Source: an optimization exercise on an open RTL-to-GDS flow (aim: small area and a short achievable clock period). Production flows keep margins and buffers that such runs may drop. Only simulation tests tie the RTL to the original design; equivalence was not proved. No driver is modelled on the clock port, so clocking that relies on it looks cheaper here than on a real chip. Power and IR drop assume default switching activity.

== the reference run ==
==> flow/design.v (excerpt) <==
module Lowpass(input clk, input rst, input en, input [15:0] in, output [15:0] out);
Size in the first run: roughly 740 cells after synthesis, ~530 flip-flops, roughly 35 I/O pins, ~18000 sq um of cells after synthesis.
export LEC_CHECK = 0
export CAP_MARGIN = 20
export CORE_MARGIN = 2
export CORE_UTILIZATION = 60
export CTS_BUF_LIST = sky130_fd_sc_hd__clkbuf_16
export CTS_CLUSTER_DIAMETER = 100
export CTS_CLUSTER_SIZE = 30
export SETUP_SLACK_MARGIN = 5
export SLEW_MARGIN = 20
create_clock -name core_clock -period 10.0 [get_ports {clk}]
standard.sh (not shown) runs the stock make flow with config.mk's settings and CLKGATE_MAP_FILE= SYNTH_SCRIPT=/design/flow/synth_recipe.tcl, a recipe that flattens the netlist after the stock synthesis.
==> flow/flow/run.sh <==
#!/bin/bash
# The standard layout, with a larger setup margin for timing repair, stronger
# port buffers, and flow/fix_en.tcl run after CTS (see that file).
# make's output goes to flow_make.log; each step's log is under orfs/logs.
set -euo pipefail
bash standard.sh SETUP_SLACK_MARGIN=6 "BUFFER_PORTS_ARGS=-buffer_cell sky130_fd_sc_hd__buf_2" "POST_CTS_TCL=$PWD/flow/fix_en.tcl" FIX_EN_BUF=sky130_fd_sc_hd__buf_8 finish > flow_make.log 2>&1
==> flow/flow/fix_en.tcl <==
# Run as ORFS's POST_CTS_TCL hook, after CTS and its timing repair.
# The output gates out = en & sum are the only loads of en on the critical
# en -> out path. Timing repair leaves them behind buffers of the large en
# fanout tree; here they are moved onto the net that the en port buffer
# drives, where only non-inverting buffers stand between.
set block [ord::get_db_block]
set en_net [[$block findBTerm en] getNet]
set ibuf ""
foreach it [$en_net getITerms] {
  set inst [$it getInst]
  if {[string match input* [$inst getName]]} { set ibuf $inst }
}
if {$ibuf eq ""} { puts "fix_en: no port buffer on en"; return }
set root_net ""
foreach it [$ibuf getITerms] { if {[$it isOutputSignal]} { set root_net [$it getNet] } }
puts "fix_en: port buffer [$ibuf getName], net [$root_net getName]"

proc is_plain_buf {inst} {
  set m [[$inst getMaster] getName]
  return [regexp {__(buf|bufbuf|clkbuf)_[0-9]+$} $m]
}
# walk back from a net through plain buffers; return 1 if it reaches root_net
proc from_root {net root_net} {
  for {set k 0} {$k < 10} {incr k} {
    if {$net eq $root_net} { return 1 }
    set drv ""
    foreach it [$net getITerms] { if {[$it isOutputSignal]} { set drv [$it getInst] } }
    if {$drv eq "" || ![is_plain_buf $drv]} { return 0 }
    foreach it [$drv getITerms] { if {[$it isInputSignal]} { set net [$it getNet] } }
  }
  return 0
}
set moved 0
set touched {}
foreach bt [$block getBTerms] {
  if {![string match out* [$bt getName]]} continue
  set onet [$bt getNet]
  set obuf ""
  foreach it [$onet getITerms] { if {[$it isOutputSignal]} { set obuf [$it getInst] } }
  if {$obuf eq "" || ![is_plain_buf $obuf]} continue
  set gnet ""
  foreach it [$obuf getITerms] { if {[$it isInputSignal]} { set gnet [$it getNet] } }
  set gate ""
  foreach it [$gnet getITerms] { if {[$it isOutputSignal]} { set gate [$it getInst] } }
  if {$gate eq ""} continue
  foreach it [$gate getITerms] {
    if {![$it isInputSignal]} continue
    set n [$it getNet]
    if {$n eq "NULL" || $n eq $root_net} continue
    if {[from_root $n $root_net]} {
      foreach d [$n getITerms] { if {[$d isOutputSignal]} { lappend touched [$d getInst] } }
      $it disconnect
      $it connect $root_net
      incr moved
    }
  }
}
puts "fix_en: moved $moved gate inputs onto the port buffer's net"
# remove buffers left without loads
foreach inst [lsort -unique $touched] {
  set out ""
  foreach it [$inst getITerms] { if {[$it isOutputSignal]} { set out [$it getNet] } }
  if {$out ne "" && [llength [$out getITerms]] == 1 && [llength [$out getBTerms]] == 0} {
    puts "fix_en: removing unloaded [$inst getName]"
    foreach it [$inst getITerms] { $it disconnect }
    odb::dbInst_destroy $inst
    odb::dbNet_destroy $out
  }
}
# Everything else on the port buffer's net goes behind one new buffer, so
# that the port buffer drives only the output gates and that buffer.
set others {}
set gates {}
foreach it [$root_net getITerms] {
  if {[$it isOutputSignal]} continue
  set inst [$it getInst]
  set drives_out 0
  foreach o [$inst getITerms] {
    if {[$o isOutputSignal] && [$o getNet] ne "NULL"} {
      foreach l [[$o getNet] getITerms] {
        if {[$l isInputSignal] && [is_plain_buf [$l getInst]]} {
          foreach lo [[$l getInst] getITerms] {
            if {[$lo isOutputSignal] && [$lo getNet] ne "NULL" && [llength [[$lo getNet] getBTerms]] > 0} { set drives_out 1 }
          }
        }
      }
    }
  }
  if {$drives_out} { lappend gates $it } else { lappend others $it }
}
puts "fix_en: [llength $gates] output gates, [llength $others] other loads"
if {[llength $others] > 1} {
  set master [[ord::get_db] findMaster $::env(FIX_EN_BUF)]
  set b [odb::dbInst_create $block $master fix_en_buf]
  set bnet [odb::dbNet_create $block fix_en_net]
  [$b findITerm A] connect $root_net
  [$b findITerm X] connect $bnet
  foreach it $others { $it disconnect; $it connect $bnet }
  set loc [$ibuf getLocation]
  $b setLocation [lindex $loc 0] [lindex $loc 1]
  $b setPlacementStatus PLACED
  global_connect
}
detailed_placement
check_placement -verbose
estimate_parasitics -placement
report_checks -path_delay max -fields {fanout cap slew} -digits 3 -group_path_count 3
The reference run: all stages complete, timing, DRC and antenna checks passed
#### Input delta (the trial run over the reference run)
==> flow/flow/run.sh <==
#!/bin/bash
# The standard layout, with a larger setup margin for timing repair, stronger
# port buffers, and flow/fix_en.tcl run after CTS (see that file).
# make's output goes to flow_make.log; each step's log is under orfs/logs.
set -euo pipefail
bash standard.sh SETUP_SLACK_MARGIN=6 "BUFFER_PORTS_ARGS=-buffer_cell sky130_fd_sc_hd__buf_2" "POST_CTS_TCL=$PWD/flow/fix_en.tcl" finish > flow_make.log 2>&1
-- flow/flow/fix_en.tcl --
<<< the reference run, line 69
}
# Everything else on the port buffer's net goes behind one new buffer, so
# that the port buffer drives only the output gates and that buffer.
set others {}
set gates {}
foreach it [$root_net getITerms] {
  if {[$it isOutputSignal]} continue
  set inst [$it getInst]
  set drives_out 0
  foreach o [$inst getITerms] {
    if {[$o isOutputSignal] && [$o getNet] ne "NULL"} {
      foreach l [[$o getNet] getITerms] {
        if {[$l isInputSignal] && [is_plain_buf [$l getInst]]} {
          foreach lo [[$l getInst] getITerms] {
            if {[$lo isOutputSignal] && [$lo getNet] ne "NULL" && [llength [[$lo getNet] getBTerms]] > 0} { set drives_out 1 }
          }
        }
      }
    }
  }
  if {$drives_out} { lappend gates $it } else { lappend others $it }
}
puts "fix_en: [llength $gates] output gates, [llength $others] other loads"
if {[llength $others] > 1} {
  set master [[ord::get_db] findMaster $::env(FIX_EN_BUF)]
  set b [odb::dbInst_create $block $master fix_en_buf]
  set bnet [odb::dbNet_create $block fix_en_net]
  [$b findITerm A] connect $root_net
  [$b findITerm X] connect $bnet
  foreach it $others { $it disconnect; $it connect $bnet }
  set loc [$ibuf getLocation]
  $b setLocation [lindex $loc 0] [lindex $loc 1]
  $b setPlacementStatus PLACED
  global_connect
}
detailed_placement
>>> the trial run, line 69
}
estimate_parasitics -placement
report_checks -path_delay max -format end -group_path_count 5
repair_timing -setup -setup_margin $::env(SETUP_SLACK_MARGIN) -skip_last_gasp
detailed_placement
<<< the reference run, line 106
estimate_parasitics -placement
report_checks -path_delay max -fields {fanout cap slew} -digits 3 -group_path_count 3
>>> the trial run, line 75
estimate_parasitics -placement
report_checks -path_delay max -fields {fanout cap slew} -digits 3
### Flow results
Clock power delta (the reference run -> the trial run): insignificant. The trial run — headroom to the max-slew limit 0.52 points higher, the reference run as reference. Taking the reference run as the reference, in the trial run core utilization of the finished layout held; setup slack of the critical path after layout went down 0.0051 ns; via density per instance higher; final critical-path share of the clock period essentially unchanged.

==> static timing again, ports no longer ideal <==
No port has a modelled driver above. Below, the same layouts with a new extraction and two added sets of constraints.
Step 1 (the two cells are an assumption about what drives the block):
set clk [get_ports {clk}]
set_driving_cell -lib_cell sky130_fd_sc_hd__clkbuf_16 $clk
set_driving_cell -lib_cell sky130_fd_sc_hd__buf_2 [delete_from_list [all_inputs] $clk]
Step 2 times the ports against the registers' clock, not the clock port: input delays grow and output delays shrink by t, the midpoint of the rising clock arrivals with the driver on.
a / b / c = ideal / step 1 / step 2; a / b = the first two.
run	t (ns)	setup slack, ns	hold slack, ns	worst setup path after step 2
the reference run	0.590	5.490 / 5.283 / 5.283	0.418 / 0.418 / 0.418	input to output
the trial run	0.589	5.485 / 5.306 / 5.306	0.418 / 0.418 / 0.418	input to output
After both steps setup and hold are still met in every run listed. The setup slack of the reference run, which loses most, moves by -0.207 ns with the drivers and by -0.207 ns with both steps.
